Background: an optimization exercise with open tools, aiming at small area. Do not read the settings as production practice.
Only simulation tests tie the RTL to the original design; equivalence was not proved.
Power is estimated from default activity; no workload was simulated.

Setup of run 1:
==> flow/design.v <==
module hold_gate(e, en, d, q, y);
input e, en, d, q;
output y;
assign y = (e & d) | (en & q);
endmodule
module flip_gate(e, en, d, q, y);
input e, en, d, q;
output y;
assign y = ~((e | q) & (en | d));
endmodule
module aoi222(a0, b0, a1, b1, a2, b2, y);
input a0, b0, a1, b1, a2, b2;
output y;
assign y = ~((a0 & b0) | (a1 & b1) | (a2 & b2));
endmodule
module aoi22(a0, b0, a1, b1, y);
input a0, b0, a1, b1;
output y;
assign y = ~((a0 & b0) | (a1 & b1));
endmodule
module rsel32(s, d, y);
input [31:0] s, d;
output y;
wire [10:0] t;
genvar g;
generate
for (g = 0; g < 10; g = g + 1) begin : g3
	aoi222 u(.a0(s[3*g]), .b0(d[3*g]), .a1(s[3*g+1]), .b1(d[3*g+1]),
	         .a2(s[3*g+2]), .b2(d[3*g+2]), .y(t[g]));
end
endgenerate
aoi22 u10(.a0(s[30]), .b0(d[30]), .a1(s[31]), .b1(d[31]), .y(t[10]));
assign y = ~&t;
endmodule
module MIPS(clk,reset,In,Op,alu_result,reg1,reg2,ReadData,out);
input clk,reset;
input [31:0]In;
output [31:26] Op;
output [31:0] alu_result;
output [31:0] reg1,reg2;
output [31:0] ReadData;
output reg [31:0] out;
assign Op = In[31:26];
wire [5:0] op = In[31:26];
wire [4:0] rs = In[25:21];
wire [4:0] rt = In[20:16];
wire [4:0] rd = In[15:11];
wire [31:0] simm = {{16{In[15]}}, In[15:0]};
wire hi0    = ~reset & (op[5:3] == 3'b000);
wire is_add = hi0 & (op[2:0] == 3'd1);
wire is_sub = hi0 & (op[2:0] == 3'd3);
wire is_and = hi0 & (op[2:0] == 3'd5);
wire is_or  = hi0 & (op[2:0] == 3'd7);
wire is_lw  = hi0 & (op[2:0] == 3'd2);
wire is_sw  = hi0 & (op[2:0] == 3'd4);
wire is_r   = is_add | is_sub | is_and | is_or;
wire is_mem = is_lw | is_sw;
wire en     = is_r | is_mem;
reg ph;
always @(posedge clk)
	ph <= ~reset & ~ph;
reg [1023:0] R;    
reg [1023:0] M;    
reg [31:0] MRD;
wire [31:0] s1, s2, sm;
wire [31:0] alu;
wire inrange = (alu[31:5] == 27'd0);
genvar i, j;
generate
for (i = 0; i < 32; i = i + 1) begin : sel
	assign s1[i] = (rs == i);
	assign s2[i] = (rt == i);
	assign sm[i] = (alu[4:0] == i);
end
endgenerate
wire [31:0] x1, x2, xm;
generate
for (j = 0; j < 32; j = j + 1) begin : rbit
	wire [31:0] rcol, mcol;
	for (i = 0; i < 32; i = i + 1) begin : col
		assign rcol[i] = R[32*i + j];
		assign mcol[i] = M[32*i + j];
	end
	rsel32 p1(.s(s1), .d(rcol), .y(x1[j]));
	rsel32 p2(.s(s2), .d(rcol), .y(x2[j]));
	rsel32 pm(.s(sm), .d(mcol), .y(xm[j]));
end
endgenerate
wire [31:0] r1 = (x1 ^ {32{ph}}) & {32{en}};
wire [31:0] r2 = (x2 ^ {32{ph}}) & {32{en}};
assign reg1 = r1;
assign reg2 = r2;
wire [31:0] rdword = (xm ^ {32{ph}}) & {32{is_lw & inrange}};
wire [31:0] b = is_mem ? simm : r2;
wire [31:0] sum = r1 + (b ^ {32{is_sub}}) + {31'd0, is_sub};
assign alu = is_and ? (r1 & b) : is_or ? (r1 | b) : sum;
assign alu_result = alu;
wire [31:0] wd = is_mem ? MRD : alu;
assign ReadData = wd;
wire [4:0] dst = is_r ? rd : rt;
wire [31:0] rd0 = reset ? 32'hFFFFFFFF : (wd ^ {32{ph}});    
wire [31:0] rd1 = reset ? 32'h00000000 : (wd ^ {32{ph}});    
wire [31:0] md0 = reset ? 32'hFFFFFFFF : (r2 ^ {32{ph}});
wire [31:0] md1 = reset ? 32'h00000000 : (r2 ^ {32{ph}});
generate
for (i = 0; i < 32; i = i + 1) begin : words
	wire [31:0] rinit = (i == 1) ? 32'd5 : (i == 2) ? 32'd15 : (i == 3) ? 32'd2 : 32'd0;
	wire [31:0] minit = (i == 15) ? 32'd9 : 32'd0;
	wire re = reset | (en & (dst == i));
	wire me = reset | (is_sw & inrange & (alu[4:0] == i));
	wire ren = ~re;
	wire men = ~me;
	wire [31:0] rnext, mnext;
	for (j = 0; j < 32; j = j + 1) begin : b
		flip_gate hr(.e(re), .en(ren), .d(rinit[j] ? rd1[j] : rd0[j]), .q(R[32*i + j]), .y(rnext[j]));
		flip_gate hm(.e(me), .en(men), .d(minit[j] ? md1[j] : md0[j]), .q(M[32*i + j]), .y(mnext[j]));
	end
	always @(posedge clk) begin
		R[32*i +: 32] <= rnext;
		M[32*i +: 32] <= mnext;
	end
end
endgenerate
wire oe = reset | is_sw;
wire oen = ~oe;
wire [31:0] onext;
generate
for (j = 0; j < 32; j = j + 1) begin : ob
	hold_gate ho(.e(oe), .en(oen), .d(r2[j] & inrange), .q(out[j]), .y(onext[j]));
end
endgenerate
always @(posedge clk) begin
	MRD <= rdword | ({32{is_sw}} & MRD);
	out <= onext;
end
endmodule
==> flow/config.mk <==
export PLATFORM = sky130hd
export DESIGN_NAME = MIPS
export DESIGN_NICKNAME = MIPS
export VERILOG_FILES = /design/flow/design.v
export SDC_FILE = /design/flow/constraint.sdc
export NUM_CORES = 4
export LEC_CHECK = 0
export CAP_MARGIN = 0
export CORE_MARGIN = 2
export CORE_UTILIZATION = 45
export CTS_BUF_LIST = sky130_fd_sc_hd__clkbuf_8
export CTS_CLUSTER_DIAMETER = 55
export CTS_CLUSTER_SIZE = 17
export SETUP_SLACK_MARGIN = 0.25
export SLEW_MARGIN = 0
export SYNTH_HIERARCHICAL = 1
==> flow/constraint.sdc <==
create_clock -name core_clock -period 12.0 [get_ports {clk}]
set_input_delay 2.4000 -clock core_clock [delete_from_list [all_inputs] [get_ports {clk}]]
set_output_delay 2.4000 -clock core_clock [all_outputs]
set_load 0.01 [all_outputs]
standard.sh (not shown) runs the stock make flow with config.mk's settings and CLKGATE_MAP_FILE= SYNTH_SCRIPT=/design/flow/synth_recipe.tcl, a recipe that flattens the netlist after the stock synthesis.
==> flow/flow/run.sh <==
#!/bin/bash
# Layout flow: the standard synthesis, then a second synthesis of the same
# RTL whose final ABC mapping is area-oriented and sees the whole flattened
# design. The second netlist replaces the first only if it has exactly the
# same registers (names and cell types); then the standard flow continues
# from it to the final layout.
set -u
W=$(pwd)
R=$W/orfs/results/$FLOW_PLATFORM/MIPS/base

bash standard.sh synth > std_synth.log 2>&1 || exit 1
cp $R/1_2_yosys.v std_1_2_yosys.v

MY_ABC_SCRIPT=$W/flow/area.abc make -C $FLOW_HOME DESIGN_CONFIG=$W/config.mk \
  WORK_HOME=$W/orfs_area CLKGATE_MAP_FILE= SYNTH_SCRIPT=$W/flow/area_synth.tcl \
  $W/orfs_area/results/$FLOW_PLATFORM/MIPS/base/1_2_yosys.v > area_synth.log 2>&1
A=$W/orfs_area/results/$FLOW_PLATFORM/MIPS/base/1_2_yosys.v

regs() { grep -oE '^ *sky130_fd_sc_hd__(df|edf|sdf|dl)[a-z0-9_]* +[^ ]+' "$1" | sed -E 's/_[0-9]+ +/ /' | awk '{print $2, $1}' | sort; }
if [[ -s $A ]] && [[ -n "$(regs std_1_2_yosys.v)" ]] && diff <(regs std_1_2_yosys.v) <(regs $A) > regs_diff.txt; then
  echo "using the area netlist" > netlist_choice.txt
  cp $A $R/1_2_yosys.v
  rm -f $R/1_synth.odb $R/1_synth.sdc
else
  echo "registers differ; using the standard netlist" > netlist_choice.txt
fi

bash standard.sh BUFFER_PORTS_ARGS="-buffer_cell sky130_fd_sc_hd__buf_2" finish > std_finish.log 2>&1
==> flow/flow/area.abc <==
strash; &get -n; &st; &dch; &nf -R 1000; &put; topo; stime -c
==> flow/flow/area_synth.tcl <==
proc synth {args} { yosys synth -nofsm -noshare {*}$args }
# The final technology mapping: flatten first (all but the flip gate) so ABC
# sees the whole design, and map with an area-oriented script.
proc abc {args} {
  set i [lsearch -exact $args -script]
  if {$i >= 0} { lset args [expr {$i + 1}] $::env(MY_ABC_SCRIPT) }
  yosys setattr -mod -unset keep_hierarchy
  # the per-bit flip gate is mapped on its own, so that its two enable
  # inputs stay two inputs and it maps to one OR-OR-AND-invert cell
  if {![catch {yosys select -assert-any flip_gate}]} {
    yosys setattr -mod -set keep_hierarchy 1 flip_gate
  }
  yosys select -clear
  yosys flatten
  yosys opt_clean -purge
  yosys abc {*}$args
}
source $::env(SCRIPTS_DIR)/synth.tcl
# left out here: clear keep_hierarchy, flatten, clean up, hide names made inside functions, write 1_2_yosys.v
### run 1 -> run 2
==> flow/config.mk <==
export PLATFORM = sky130hd
export DESIGN_NAME = MIPS
export DESIGN_NICKNAME = MIPS
export VERILOG_FILES = /design/flow/design.v
export SDC_FILE = /design/flow/constraint.sdc
export NUM_CORES = 4
export LEC_CHECK = 0
export CAP_MARGIN = 10
export CORE_MARGIN = 2
export CORE_UTILIZATION = 45
export CTS_BUF_LIST = sky130_fd_sc_hd__clkbuf_8
export CTS_CLUSTER_DIAMETER = 50
export CTS_CLUSTER_SIZE = 14
export SETUP_SLACK_MARGIN = 0.4
export SLEW_MARGIN = 10
export SYNTH_HIERARCHICAL = 1
Share of cells above drive strength 1: run 1 vs run 2 — no meaningful difference
Per the comparison of run 2 with run 1, worst hold slack flat; post-layout utilization of the core shows no meaningful change; part of the power in the clock network up 0.4 points; power per cell area went up.
On design area, run 2 and run 1 are basically level.
For run 3, these inputs were changed with respect to run 2:
-- flow/config.mk --
<<< run 2, line 12
export CTS_CLUSTER_DIAMETER = 50
export CTS_CLUSTER_SIZE = 14
export SETUP_SLACK_MARGIN = 0.4
export SLEW_MARGIN = 10
export SYNTH_HIERARCHICAL = 1
>>> run 3, line 12
export CTS_CLUSTER_DIAMETER = 50
export CTS_CLUSTER_SIZE = 14
export SETUP_SLACK_MARGIN = 0.25
export SLEW_MARGIN = 10
export SYNTH_HIERARCHICAL = 1
==> notes.md <==
From run 2 to run 3 the numbers moved as follows: routed length on met2 shows an increase of 2.3%; final worst-path setup slack shows a reduction of 97 ps. [compare] base=run 2 new=run 3: number of cells on the worst reg-to-reg path now sits lower; maximum resistive drop on vdd now sits higher.
Modified inputs, run 4 compared to run 3
==> flow/config.mk <==
export PLATFORM = sky130hd
export DESIGN_NAME = MIPS
export DESIGN_NICKNAME = MIPS
export VERILOG_FILES = /design/flow/design.v
export SDC_FILE = /design/flow/constraint.sdc
export NUM_CORES = 4
export LEC_CHECK = 0
export CAP_MARGIN = 0
export CORE_MARGIN = 2
export CORE_UTILIZATION = 45
export CTS_BUF_LIST = sky130_fd_sc_hd__clkbuf_8
export CTS_CLUSTER_DIAMETER = 50
export CTS_CLUSTER_SIZE = 14
export SETUP_SLACK_MARGIN = 0.25
export SLEW_MARGIN = 0
export SYNTH_HIERARCHICAL = 1
## What came out
As far as count of antenna diodes in the layout goes, run 4 and run 3 are indistinguishable; the numbers are identical. Diff run 3..run 4 | sequential share of cell area | unchanged. Overall track demand over capacity in global routing: run 3 vs run 4 identical. Comparing run 3 against run 4, there is no change at all in final clock skew. From run 3 to run 4, part of the cycle the worst path needs did not move at all. The part of the total power dissipated in combinational logic on run 3 is in line with that on run 4. Going from run 3 to run 4, final area neither gained nor lost much, maximum fanout along the worst path neither gained nor lost much, total area of sequential cells neither gained nor lost much.

## separate check: timing with driven ports
How much do the figures lean on ideal ports? The routed layouts below were timed once more, with nothing changed but the port constraints. Step 1 (the two cells are an assumption about what drives the block):
set clk [get_ports {clk}]
set_driving_cell -lib_cell sky130_fd_sc_hd__clkbuf_16 $clk
set_driving_cell -lib_cell sky130_fd_sc_hd__buf_2 [delete_from_list [all_inputs] $clk]
Step 2 also shifts input and output timing later by t, the mid clock arrival at the registers, as if the neighbouring blocks saw the same clock. a / b / c = ideal / step 1 / step 2; a / b = the first two.
| run | t (ns) | slack for setup (ns) | worst setup path after step 2 | worst data-port slew with drivers (ns) | cell pins on the clock port's net |
|---|---|---|---|---|---|
| run 1 | 1.079 | 0.279 / 0.217 / -0.008 | input to register | 0.18 | 1 |
| run 2 | 1.080 | 0.501 / 0.420 / 0.225 | input to register | 0.15 | 1 |
| run 3 | 1.102 | 0.403 / 0.302 / 0.120 | input to register | 0.17 | 1 |
| run 4 | 1.102 | 0.403 / 0.302 / 0.120 | input to register | 0.17 | 1 |
With both steps, setup timing fails in run 1, where it was met with ideal ports. The setup slack of run 1, which loses most, moves by -0.062 ns with the drivers and by -0.287 ns with both steps.
